This is an optimization exercise on Yosys and OpenROAD, whose aim is small area, not a production implementation. For this run, only the layout was checked, not whether the RTL still works. Power is estimated from default activity; no workload was simulated.

--- config.mk ---
export PLATFORM = sky130hd
export DESIGN_NAME = p_1d
export DESIGN_NICKNAME = p_1d
export VERILOG_FILES = /design/flow/design.v
export SDC_FILE = /design/flow/constraint.sdc
export NUM_CORES = 4
export LEC_CHECK = 0
export CAP_MARGIN = 0
export CORE_MARGIN = 2
export CORE_UTILIZATION = 60
export CTS_BUF_LIST = sky130_fd_sc_hd__clkbuf_4 sky130_fd_sc_hd__clkbuf_8
export CTS_CLUSTER_DIAMETER = 100
export CTS_CLUSTER_SIZE = 30
export GPL_TIMING_DRIVEN = 0
export SLEW_MARGIN = 0
export SYNTH_HIERARCHICAL = 1
--- constraint.sdc ---
create_clock -name core_clock -period 7.0 [get_ports {clk}]
set_input_delay 1.4000 -clock core_clock [delete_from_list [all_inputs] [get_ports {clk}]]
set_output_delay 1.4000 -clock core_clock [all_outputs]
set_load 0.01 [all_outputs]
--- design.v ---
module fa(input a, input b, input c, output s, output co);
	assign s = a ^ b ^ c;
	assign co = (a & b) | (a & c) | (b & c);
endmodule
module hac(input a, input b, output s, output co);
	assign s = ~(a ^ b);
	assign co = a | b;
endmodule
module dotc(input rst, input [7:0] x1, input [7:0] y1, input [7:0] x2, input [7:0] y2, output [16:0] o);
	wire [16:0] t;
	assign o = ~(t | {17{rst}});
	fa un1 (.a(~(x1[0] & y1[0])), .b(~(x2[0] & y2[0])), .c(1'b1), .s(n1), .co(n2));
	fa un3 (.a(~(x1[0] & y1[1])), .b(~(x1[1] & y1[0])), .c(~(x2[0] & y2[1])), .s(n3), .co(n4));
	fa un5 (.a(~(x2[1] & y2[0])), .b(n2), .c(n3), .s(n5), .co(n6));
	fa un7 (.a(~(x1[0] & y1[2])), .b(~(x1[1] & y1[1])), .c(~(x1[2] & y1[0])), .s(n7), .co(n8));
	fa un9 (.a(~(x2[0] & y2[2])), .b(~(x2[1] & y2[1])), .c(~(x2[2] & y2[0])), .s(n9), .co(n10));
	fa un11 (.a(n4), .b(n7), .c(n9), .s(n11), .co(n12));
	fa un13 (.a(n6), .b(n11), .c(1'b1), .s(n13), .co(n14));
	fa un15 (.a(~(x1[0] & y1[3])), .b(~(x1[1] & y1[2])), .c(~(x1[2] & y1[1])), .s(n15), .co(n16));
	fa un17 (.a(~(x1[3] & y1[0])), .b(~(x2[0] & y2[3])), .c(~(x2[1] & y2[2])), .s(n17), .co(n18));
	fa un19 (.a(~(x2[2] & y2[1])), .b(~(x2[3] & y2[0])), .c(n10), .s(n19), .co(n20));
	fa un21 (.a(n8), .b(n15), .c(n17), .s(n21), .co(n22));
	fa un23 (.a(n19), .b(n12), .c(n21), .s(n23), .co(n24));
	fa un25 (.a(n14), .b(n23), .c(1'b1), .s(n25), .co(n26));
	fa un27 (.a(~(x1[0] & y1[4])), .b(~(x1[1] & y1[3])), .c(~(x1[2] & y1[2])), .s(n27), .co(n28));
	fa un29 (.a(~(x1[3] & y1[1])), .b(~(x1[4] & y1[0])), .c(~(x2[0] & y2[4])), .s(n29), .co(n30));
	fa un31 (.a(~(x2[1] & y2[3])), .b(~(x2[2] & y2[2])), .c(~(x2[3] & y2[1])), .s(n31), .co(n32));
	fa un33 (.a(~(x2[4] & y2[0])), .b(n16), .c(n18), .s(n33), .co(n34));
	fa un35 (.a(n27), .b(n29), .c(n31), .s(n35), .co(n36));
	fa un37 (.a(n20), .b(n22), .c(n33), .s(n37), .co(n38));
	fa un39 (.a(n35), .b(n24), .c(n37), .s(n39), .co(n40));
	fa un41 (.a(n26), .b(n39), .c(1'b1), .s(n41), .co(n42));
	fa un43 (.a(~(x1[0] & y1[5])), .b(~(x1[1] & y1[4])), .c(~(x1[2] & y1[3])), .s(n43), .co(n44));
	fa un45 (.a(~(x1[3] & y1[2])), .b(~(x1[4] & y1[1])), .c(~(x1[5] & y1[0])), .s(n45), .co(n46));
	fa un47 (.a(~(x2[0] & y2[5])), .b(~(x2[1] & y2[4])), .c(~(x2[2] & y2[3])), .s(n47), .co(n48));
	fa un49 (.a(~(x2[3] & y2[2])), .b(~(x2[4] & y2[1])), .c(~(x2[5] & y2[0])), .s(n49), .co(n50));
	fa un51 (.a(n28), .b(n30), .c(n32), .s(n51), .co(n52));
	fa un53 (.a(n43), .b(n45), .c(n47), .s(n53), .co(n54));
	fa un55 (.a(n49), .b(n34), .c(n36), .s(n55), .co(n56));
	fa un57 (.a(n51), .b(n53), .c(n38), .s(n57), .co(n58));
	fa un59 (.a(n55), .b(n40), .c(n57), .s(n59), .co(n60));
	fa un61 (.a(~(x1[0] & y1[6])), .b(~(x1[1] & y1[5])), .c(~(x1[2] & y1[4])), .s(n61), .co(n62));
	fa un63 (.a(~(x1[3] & y1[3])), .b(~(x1[4] & y1[2])), .c(~(x1[5] & y1[1])), .s(n63), .co(n64));
	fa un65 (.a(~(x1[6] & y1[0])), .b(~(x2[0] & y2[6])), .c(~(x2[1] & y2[5])), .s(n65), .co(n66));
	fa un67 (.a(~(x2[2] & y2[4])), .b(~(x2[3] & y2[3])), .c(~(x2[4] & y2[2])), .s(n67), .co(n68));
	fa un69 (.a(~(x2[5] & y2[1])), .b(~(x2[6] & y2[0])), .c(n44), .s(n69), .co(n70));
	fa un71 (.a(n46), .b(n48), .c(n50), .s(n71), .co(n72));
	fa un73 (.a(n61), .b(n63), .c(n65), .s(n73), .co(n74));
	fa un75 (.a(n67), .b(n52), .c(n69), .s(n75), .co(n76));
	fa un77 (.a(n54), .b(n71), .c(n73), .s(n77), .co(n78));
	fa un79 (.a(n56), .b(n75), .c(n77), .s(n79), .co(n80));
	fa un81 (.a(n58), .b(n79), .c(n60), .s(n81), .co(n82));
	fa un83 (.a(~(x1[0] & y1[7])), .b(~(x1[1] & y1[6])), .c(~(x1[2] & y1[5])), .s(n83), .co(n84));
	fa un85 (.a(~(x1[3] & y1[4])), .b(~(x1[4] & y1[3])), .c(~(x1[5] & y1[2])), .s(n85), .co(n86));
	fa un87 (.a(~(x1[6] & y1[1])), .b(~(x1[7] & y1[0])), .c(~(x2[0] & y2[7])), .s(n87), .co(n88));
	fa un89 (.a(~(x2[1] & y2[6])), .b(~(x2[2] & y2[5])), .c(~(x2[3] & y2[4])), .s(n89), .co(n90));
	fa un91 (.a(~(x2[4] & y2[3])), .b(~(x2[5] & y2[2])), .c(~(x2[6] & y2[1])), .s(n91), .co(n92));
	fa un93 (.a(~(x2[7] & y2[0])), .b(n62), .c(n64), .s(n93), .co(n94));
	fa un95 (.a(n66), .b(n68), .c(n83), .s(n95), .co(n96));
	fa un97 (.a(n85), .b(n87), .c(n89), .s(n97), .co(n98));
	fa un99 (.a(n91), .b(n70), .c(n72), .s(n99), .co(n100));
	fa un101 (.a(n74), .b(n93), .c(n95), .s(n101), .co(n102));
	fa un103 (.a(n97), .b(n76), .c(n99), .s(n103), .co(n104));
	fa un105 (.a(n78), .b(n101), .c(n103), .s(n105), .co(n106));
	fa un107 (.a(n80), .b(n105), .c(n82), .s(n107), .co(n108));
	fa un109 (.a(~(x1[1] & y1[7])), .b(~(x1[2] & y1[6])), .c(~(x1[3] & y1[5])), .s(n109), .co(n110));
	fa un111 (.a(~(x1[4] & y1[4])), .b(~(x1[5] & y1[3])), .c(~(x1[6] & y1[2])), .s(n111), .co(n112));
	fa un113 (.a(~(x1[7] & y1[1])), .b(~(x2[1] & y2[7])), .c(~(x2[2] & y2[6])), .s(n113), .co(n114));
	fa un115 (.a(~(x2[3] & y2[5])), .b(~(x2[4] & y2[4])), .c(~(x2[5] & y2[3])), .s(n115), .co(n116));
	fa un117 (.a(~(x2[6] & y2[2])), .b(~(x2[7] & y2[1])), .c(n84), .s(n117), .co(n118));
	fa un119 (.a(n86), .b(n88), .c(n90), .s(n119), .co(n120));
	fa un121 (.a(n92), .b(n109), .c(n111), .s(n121), .co(n122));
	fa un123 (.a(n113), .b(n115), .c(n94), .s(n123), .co(n124));
	fa un125 (.a(n96), .b(n117), .c(n119), .s(n125), .co(n126));
	fa un127 (.a(n98), .b(n121), .c(n100), .s(n127), .co(n128));
	fa un129 (.a(n123), .b(n102), .c(n125), .s(n129), .co(n130));
	fa un131 (.a(n127), .b(n104), .c(n129), .s(n131), .co(n132));
	fa un133 (.a(n106), .b(n131), .c(n108), .s(n133), .co(n134));
	fa un135 (.a(~(x1[2] & y1[7])), .b(~(x1[3] & y1[6])), .c(~(x1[4] & y1[5])), .s(n135), .co(n136));
	fa un137 (.a(~(x1[5] & y1[4])), .b(~(x1[6] & y1[3])), .c(~(x1[7] & y1[2])), .s(n137), .co(n138));
	fa un139 (.a(~(x2[2] & y2[7])), .b(~(x2[3] & y2[6])), .c(~(x2[4] & y2[5])), .s(n139), .co(n140));
	fa un141 (.a(~(x2[5] & y2[4])), .b(~(x2[6] & y2[3])), .c(~(x2[7] & y2[2])), .s(n141), .co(n142));
	fa un143 (.a(n110), .b(n112), .c(n114), .s(n143), .co(n144));
	fa un145 (.a(n116), .b(n135), .c(n137), .s(n145), .co(n146));
	fa un147 (.a(n139), .b(n141), .c(n118), .s(n147), .co(n148));
	fa un149 (.a(n120), .b(n122), .c(n143), .s(n149), .co(n150));
	fa un151 (.a(n145), .b(n124), .c(n147), .s(n151), .co(n152));
	fa un153 (.a(n126), .b(n149), .c(n128), .s(n153), .co(n154));
	fa un155 (.a(n151), .b(n130), .c(n153), .s(n155), .co(n156));
	fa un157 (.a(n132), .b(n155), .c(n134), .s(n157), .co(n158));
	fa un159 (.a(~(x1[3] & y1[7])), .b(~(x1[4] & y1[6])), .c(~(x1[5] & y1[5])), .s(n159), .co(n160));
	fa un161 (.a(~(x1[6] & y1[4])), .b(~(x1[7] & y1[3])), .c(~(x2[3] & y2[7])), .s(n161), .co(n162));
	fa un163 (.a(~(x2[4] & y2[6])), .b(~(x2[5] & y2[5])), .c(~(x2[6] & y2[4])), .s(n163), .co(n164));
	fa un165 (.a(~(x2[7] & y2[3])), .b(n136), .c(n138), .s(n165), .co(n166));
	fa un167 (.a(n140), .b(n142), .c(n159), .s(n167), .co(n168));
	fa un169 (.a(n161), .b(n163), .c(n144), .s(n169), .co(n170));
	fa un171 (.a(n146), .b(n165), .c(n167), .s(n171), .co(n172));
	fa un173 (.a(n148), .b(n169), .c(n150), .s(n173), .co(n174));
	fa un175 (.a(n171), .b(n152), .c(n173), .s(n175), .co(n176));
	fa un177 (.a(n154), .b(n175), .c(n156), .s(n177), .co(n178));
	fa un179 (.a(~(x1[4] & y1[7])), .b(~(x1[5] & y1[6])), .c(~(x1[6] & y1[5])), .s(n179), .co(n180));
	fa un181 (.a(~(x1[7] & y1[4])), .b(~(x2[4] & y2[7])), .c(~(x2[5] & y2[6])), .s(n181), .co(n182));
	fa un183 (.a(~(x2[6] & y2[5])), .b(~(x2[7] & y2[4])), .c(n160), .s(n183), .co(n184));
	fa un185 (.a(n162), .b(n164), .c(n179), .s(n185), .co(n186));
	fa un187 (.a(n181), .b(n166), .c(n168), .s(n187), .co(n188));
	fa un189 (.a(n183), .b(n185), .c(n170), .s(n189), .co(n190));
	fa un191 (.a(n172), .b(n187), .c(n189), .s(n191), .co(n192));
	fa un193 (.a(n174), .b(n191), .c(n176), .s(n193), .co(n194));
	fa un195 (.a(~(x1[5] & y1[7])), .b(~(x1[6] & y1[6])), .c(~(x1[7] & y1[5])), .s(n195), .co(n196));
	fa un197 (.a(~(x2[5] & y2[7])), .b(~(x2[6] & y2[6])), .c(~(x2[7] & y2[5])), .s(n197), .co(n198));
	fa un199 (.a(n180), .b(n182), .c(n195), .s(n199), .co(n200));
	fa un201 (.a(n197), .b(n184), .c(n186), .s(n201), .co(n202));
	fa un203 (.a(n199), .b(n188), .c(n201), .s(n203), .co(n204));
	fa un205 (.a(n190), .b(n203), .c(n192), .s(n205), .co(n206));
	fa un207 (.a(~(x1[6] & y1[7])), .b(~(x1[7] & y1[6])), .c(~(x2[6] & y2[7])), .s(n207), .co(n208));
	fa un209 (.a(~(x2[7] & y2[6])), .b(n196), .c(n198), .s(n209), .co(n210));
	fa un211 (.a(n207), .b(n200), .c(n209), .s(n211), .co(n212));
	fa un213 (.a(n202), .b(n211), .c(n204), .s(n213), .co(n214));
	fa un215 (.a(~(x1[7] & y1[7])), .b(~(x2[7] & y2[7])), .c(n208), .s(n215), .co(n216));
	fa un217 (.a(n210), .b(n215), .c(n212), .s(n217), .co(n218));
	assign t[0] = n1;
	assign t[1] = n5;
	assign t[2] = n13;
	assign t[3] = n25;
	assign t[4] = n41;
	wire [11:0] x = {1'b1, n216, n217, n213, n205, n193, n177, n157, n133, n107, n81, n59};
	wire [11:0] y = {1'b1, n218, n214, n206, n194, n178, n158, 1'b1, 1'b1, 1'b1, 1'b1, 1'b1};
	wire ci = n42;
	wire [11:0] s;
	assign t[16:5] = s;
	wire [12:0] g = {x & y, ci};
	wire [12:0] p = {x ^ y, 1'b0};
	wire [11:0] hp = x ^ y;
	wire G1 = g[1] | (p[1] & g[0]);
	wire P1 = p[1] & p[0];
	wire G2 = g[3] | (p[3] & g[2]);
	wire P2 = p[3] & p[2];
	wire G3 = g[5] | (p[5] & g[4]);
	wire P3 = p[5] & p[4];
	wire G4 = g[7] | (p[7] & g[6]);
	wire P4 = p[7] & p[6];
	wire G5 = g[9] | (p[9] & g[8]);
	wire P5 = p[9] & p[8];
	wire G6 = g[11] | (p[11] & g[10]);
	wire P6 = p[11] & p[10];
	wire G7 = G2 | (P2 & G1);
	wire P7 = P2 & P1;
	wire G8 = G4 | (P4 & G3);
	wire P8 = P4 & P3;
	wire G9 = G6 | (P6 & G5);
	wire P9 = P6 & P5;
	wire G10 = G8 | (P8 & G7);
	wire P10 = P8 & P7;
	wire G11 = G9 | (P9 & G10);
	wire P11 = P9 & P10;
	wire G12 = G3 | (P3 & G7);
	wire P12 = P3 & P7;
	wire G13 = G5 | (P5 & G10);
	wire P13 = P5 & P10;
	wire G14 = g[2] | (p[2] & G1);
	wire P14 = p[2] & P1;
	wire G15 = g[4] | (p[4] & G7);
	wire P15 = p[4] & P7;
	wire G16 = g[6] | (p[6] & G12);
	wire P16 = p[6] & P12;
	wire G17 = g[8] | (p[8] & G10);
	wire P17 = p[8] & P10;
	wire G18 = g[10] | (p[10] & G13);
	wire P18 = p[10] & P13;
	wire G19 = g[12] | (p[12] & G11);
	wire P19 = p[12] & P11;
	assign s[0] = hp[0] ^ g[0];
	assign s[1] = hp[1] ^ G1;
	assign s[2] = hp[2] ^ G14;
	assign s[3] = hp[3] ^ G7;
	assign s[4] = hp[4] ^ G15;
	assign s[5] = hp[5] ^ G12;
	assign s[6] = hp[6] ^ G16;
	assign s[7] = hp[7] ^ G10;
	assign s[8] = hp[8] ^ G17;
	assign s[9] = hp[9] ^ G13;
	assign s[10] = hp[10] ^ G18;
	assign s[11] = hp[11] ^ G11;
endmodule
module p_1d(
	input clk, input rst,
	input [0:7] a_11, input [0:7] b_11,
	input [0:7] a_12, input [0:7] b_12,
	input [0:7] a_21, input [0:7] b_21,
	input [0:7] a_22, input [0:7] b_22,
	output [0:16] c_11,
	output [0:16] c_12,
	output [0:16] c_21,
	output [0:16] c_22
	);
	wire [16:0] t_11, t_12, t_21, t_22;
	reg [0:16] r_11, r_12, r_21, r_22;
	assign c_11 = r_11;
	assign c_12 = r_12;
	assign c_21 = r_21;
	assign c_22 = r_22;
	dotc d_11 (rst, a_11, b_11, a_12, b_21, t_11);
	dotc d_12 (rst, a_11, b_12, a_12, b_22, t_12);
	dotc d_21 (rst, a_21, b_11, a_22, b_21, t_21);
	dotc d_22 (rst, a_21, b_12, a_22, b_22, t_22);
	always @(posedge clk) begin
		r_11 <= t_11;
		r_12 <= t_12;
		r_21 <= t_21;
		r_22 <= t_22;
	end
endmodule
--- flow/run.sh ---
#!/bin/bash
# Own layout flow: the standard flow (standard.sh, unchanged synthesis)
# with smaller port buffers, a leaner clock tree (no dummy loads) and area
# recovery on paths with slack. The make output goes to flow_standard.log;
# ORFS keeps each step's own log under orfs/logs/.
set -euo pipefail
bash standard.sh \
  "BUFFER_PORTS_ARGS=-buffer_cell sky130_fd_sc_hd__buf_1" \
  "CTS_ARGS=-sink_clustering_enable -repair_clock_nets -sink_clustering_size 30 -sink_clustering_max_diameter 100 -buf_list {sky130_fd_sc_hd__clkbuf_4 sky130_fd_sc_hd__clkbuf_8} -dont_use_dummy_load" \
  RECOVER_POWER=100 REMOVE_ABC_BUFFERS=1 \
  finish > flow_standard.log 2>&1
--- standard.sh ---
#!/bin/bash
# synth_recipe.tcl (not shown) runs the flow's synth.tcl, then flattens the netlist and writes it again
# the make line also repeats each setting of config.mk as NAME=value (left out here)
make -C /OpenROAD-flow-scripts/flow DESIGN_CONFIG=/design/flow/config.mk WORK_HOME=/design/flow/orfs CLKGATE_MAP_FILE= SYNTH_SCRIPT=/design/flow/synth_recipe.tcl "${@:-finish}"
==> flow_summary.ini <==
[run_status]
status = no timing/DRC/antenna violations

[hold_path]
min_from = b_12[7]
min_path_type = in2reg
holdPathStages = 4

[route]
wl_per_cell_um = 19.95
wl_met3_mm = 3.711
met1_length_mm = 15.10
dr.max_layer_used = met4
drc_errors = 0
drtIter0Drc = 686
firstDrtPassIters = 8
wl_mm = 34.37
routed-wl-met2_mm = 15.26
via_per_inst = 5.681
vias = 9789
antenna_left = 0

[global_route]
grt_pass1_wl_mm = 56.97
track_usage_pct = 30.66
antenna_found_initial = 0
grt_overflow = 0
grt_max_degree = 42
grt_pass1_vias = 10386

[sta]
max_freq_mhz = 147.2
setup-violations-final = 0
rsz0062_at_grt = true
fin_crit_ns = 6.793
hold_ws_ns = 1.512
timing.final.crit_share_pct = 97.04
slew_headroom_pct = 24.87
worst_pin_slew_ns = 1.127
hold_viol_final = 0
maxSlewViolCount = 0

[pwr]
cellPowerDensity_nw_per_um2 = 512.2
vdd_drop_max_mv = 0.5376
p_leak_nw = 5.484

[floorplanning]
start_util_pct = 61.06
die-area_um2 = 25070
rows = 56
ioPinCount = 134
die-height_um = 158.3
coreArea_um2 = 23400
die_w_um = 158.3

[final_layout]
final_common_cell = nand2_1
final_core_util_pct = 64.83
finalNonFillerCells = 1723
drive_gt1_share_pct = 5.912
insertedDiodeCount = 0
syn2layout_area_growth_pct = 6.173
final_nets = 1956
layout_common_cells = 516 x nand2_1, 447 x fa_1, 78 x buf_1

[yosys]
yosysSeqAreaShare_pct = 9.527
netlist_area_um2 = 14290
synth_seq_cells = 68
synth_cell_type_count = 23
synth_xor_area_share_pct = 1.226
synth_compound_area_share_pct = 1.576
yosys.area_share.simple_pct = 17.23
synth_cells = 1380
syn_area_per_cell_um2 = 10.35
ys_warn_count = 225
synth_mux_area_share_pct = 0
synth-adder-area-share_pct = 65.92
synth_top_family_by_area = adder cells

[place]
dp_hpwl_mm = 25.20
io_buffer_count = 133
numPlacedInstances = 1713
gp_congestion = 0.8351

[worst_setup_path]
worstPathRequired_ns = 7.23
crit_type = in2reg
endpoint_kind = flip-flop
worst_path_largest_cell_delay_ns = 0.58
critPathMostFrequentCell = fa_1
critPathSlowestCell = fa_1
path_max_fanout = 16
critPathLaunch = b_11[1]
crit_chain = clkdlybuf4s18_2 -> nand2_1 -> fa_1 -> fa_1 -> fa_1 -> fa_1 -> fa_1 -> fa_1 -> fa_1 -> fa_2 -> ha_1 -> nor3_2 -> a211o_1 -> o21ai_1 -> fa_1 -> xor2_1 -> nor2_1
startpoint_type = input port
worstPathArrival_ns = 7.02

[cts]
path_clk_slew_ns = 0.09
cts_buffers = 9
clock_sinks = 68
root_buffer = clkbuf_8
cts_tree = yes
htreeDepth = 3
cts_max_path_buffers = 2

[job]
maxCapViolCount = 0
cell families (layout without fill, tap and decap cells):
logic type | after synthesis | in the layout
compound gates | 28 | 28
flops | 68 | 68
buf+inv | 168 | 180
xor+xnor | 20 | 20
other cells | 4 | 16
simple gates | 608 | 608
fa+ha+maj | 484 | 484
power breakdown:
group / internal (W) / switching, W
logic: 0.00316 / 0.00371
registers: 0.000591 / 0.0000319
clock network: 0.000115 / 0.000164
total: 0.00387 / 0.00390
layout make-up:
cell class              count  area, um^2
fillers                  1951        8232
multi-input cells        1156       12370
clock buffers               9       123.9
repair buffers            135       778.2
flip-flops and latches     68        1361
inverters                  36       135.1
well taps                 319       399.1
critical path: cells and delay by family:
kind / cells / cell delay, ns
AND/OR/NAND/NOR: 3 / 0.39
adder cells (fa/ha/maj): 10 / 4.30
buffers and inverters: 1 / 0.45
AO/OA/AOI/OAI: 2 / 0.29
XOR/XNOR: 1 / 0.16
metal layers:
metal	vias to the layer above	GRT usage, %
met2	500	45.53
li1	4127	-
met1	5142	47.38
met3	20	7.921
met4	0	4.333
met5	-	0
path summary, 6_finish.rpt:
check	endpoint
setup / recovery	r_11[1]
hold / removal	r_12[16]
stage by stage:
step	total power [W]	setup slack, ns	cell area, um^2	TNS (ns)
3_5_place_dp	0.007344	-0.9080	14760	-16.58
4_1_cts	0.007680	0.0006133	15120	0
3_3_place_gp	0.007162	-0.9096	14740	-17.98
2_1_floorplan	0.005760	0.3958	13840	0
5_1_grt	0.008851	-0.01560	15170	-0.02723
6_report	0.007771	0.2075	15170	0
sequential cells by signal, indices dropped and copies added, names as in the netlist:
signal  cells
r_11       17
r_12       17
r_21       17
r_22       17
per-module statistics from Yosys (local to each module, per instance):
module | copies in the design | flip-flops and latches | cell area [um^2] | cells
dotc | 4 | 0 | 1050 | 219
p_1d | 1 | 68 | 1361 | 68
fa | 436 | 0 | 20.02 | 1
synth_stat cells, drive strengths merged:
cell / instances / area, um^2
dfxtp: 68 / 1361
and3: 4 / 25.02
inv: 36 / 135.1
nor2b: 20 / 125.1
nand3: 4 / 20.02
ha: 36 / 450.4
o21ai: 4 / 20.02
xor2: 12 / 105.1
nor3: 4 / 20.02
nor3b: 8 / 105.1
a21boi: 4 / 30.03
fa: 448 / 8969
a21oi: 8 / 40.04
nand2: 516 / 1937
xnor2: 8 / 70.07
clkbuf: 132 / 495.5
nor4: 4 / 50.05
nor2: 48 / 180.2
conb: 4 / 15.01
a211o: 4 / 35.03
a2111oi: 8 / 100.1
what timing repair did:
| item | CTS | global route |
|---|---|---|
| gates cloned | 0 | 0 |
| setup buffers | 0 | 1 |
| hold buffers | 0 | 0 |
| endpoints found under the setup margin | 20 | 15 |
| pin swaps | 0 | 4 |
| gates resized for setup | 156 | 86 |

[re-timing with driven ports]
In the flow no input, the clock included, has a driving cell. The finished layout below was timed again as built, in two steps.
Step 1 assumes that a clkbuf_16 drives the clock port and a buf_2 every other input.
Step 2, shift: input delay + t, output delay - t, t = (earliest + latest rising clock arrival at the registers) / 2. This alone moves slack from input paths to output paths.
Three values: ideal, step 1, step 2; two values: the first two.
t, ns: 0.405
setup WS [ns]: 0.207 / 0.224 / -0.181
worst setup path after step 2: input to register
latest minus earliest clock arrival (ns): 0.022 / 0.021
worst register clock-pin slew, ns: 0.09 / 0.09
Met with ideal ports but missed after step 2: setup timing in this run. The setup slack of this run moves by +0.017 ns with the drivers and by -0.388 ns with both steps.
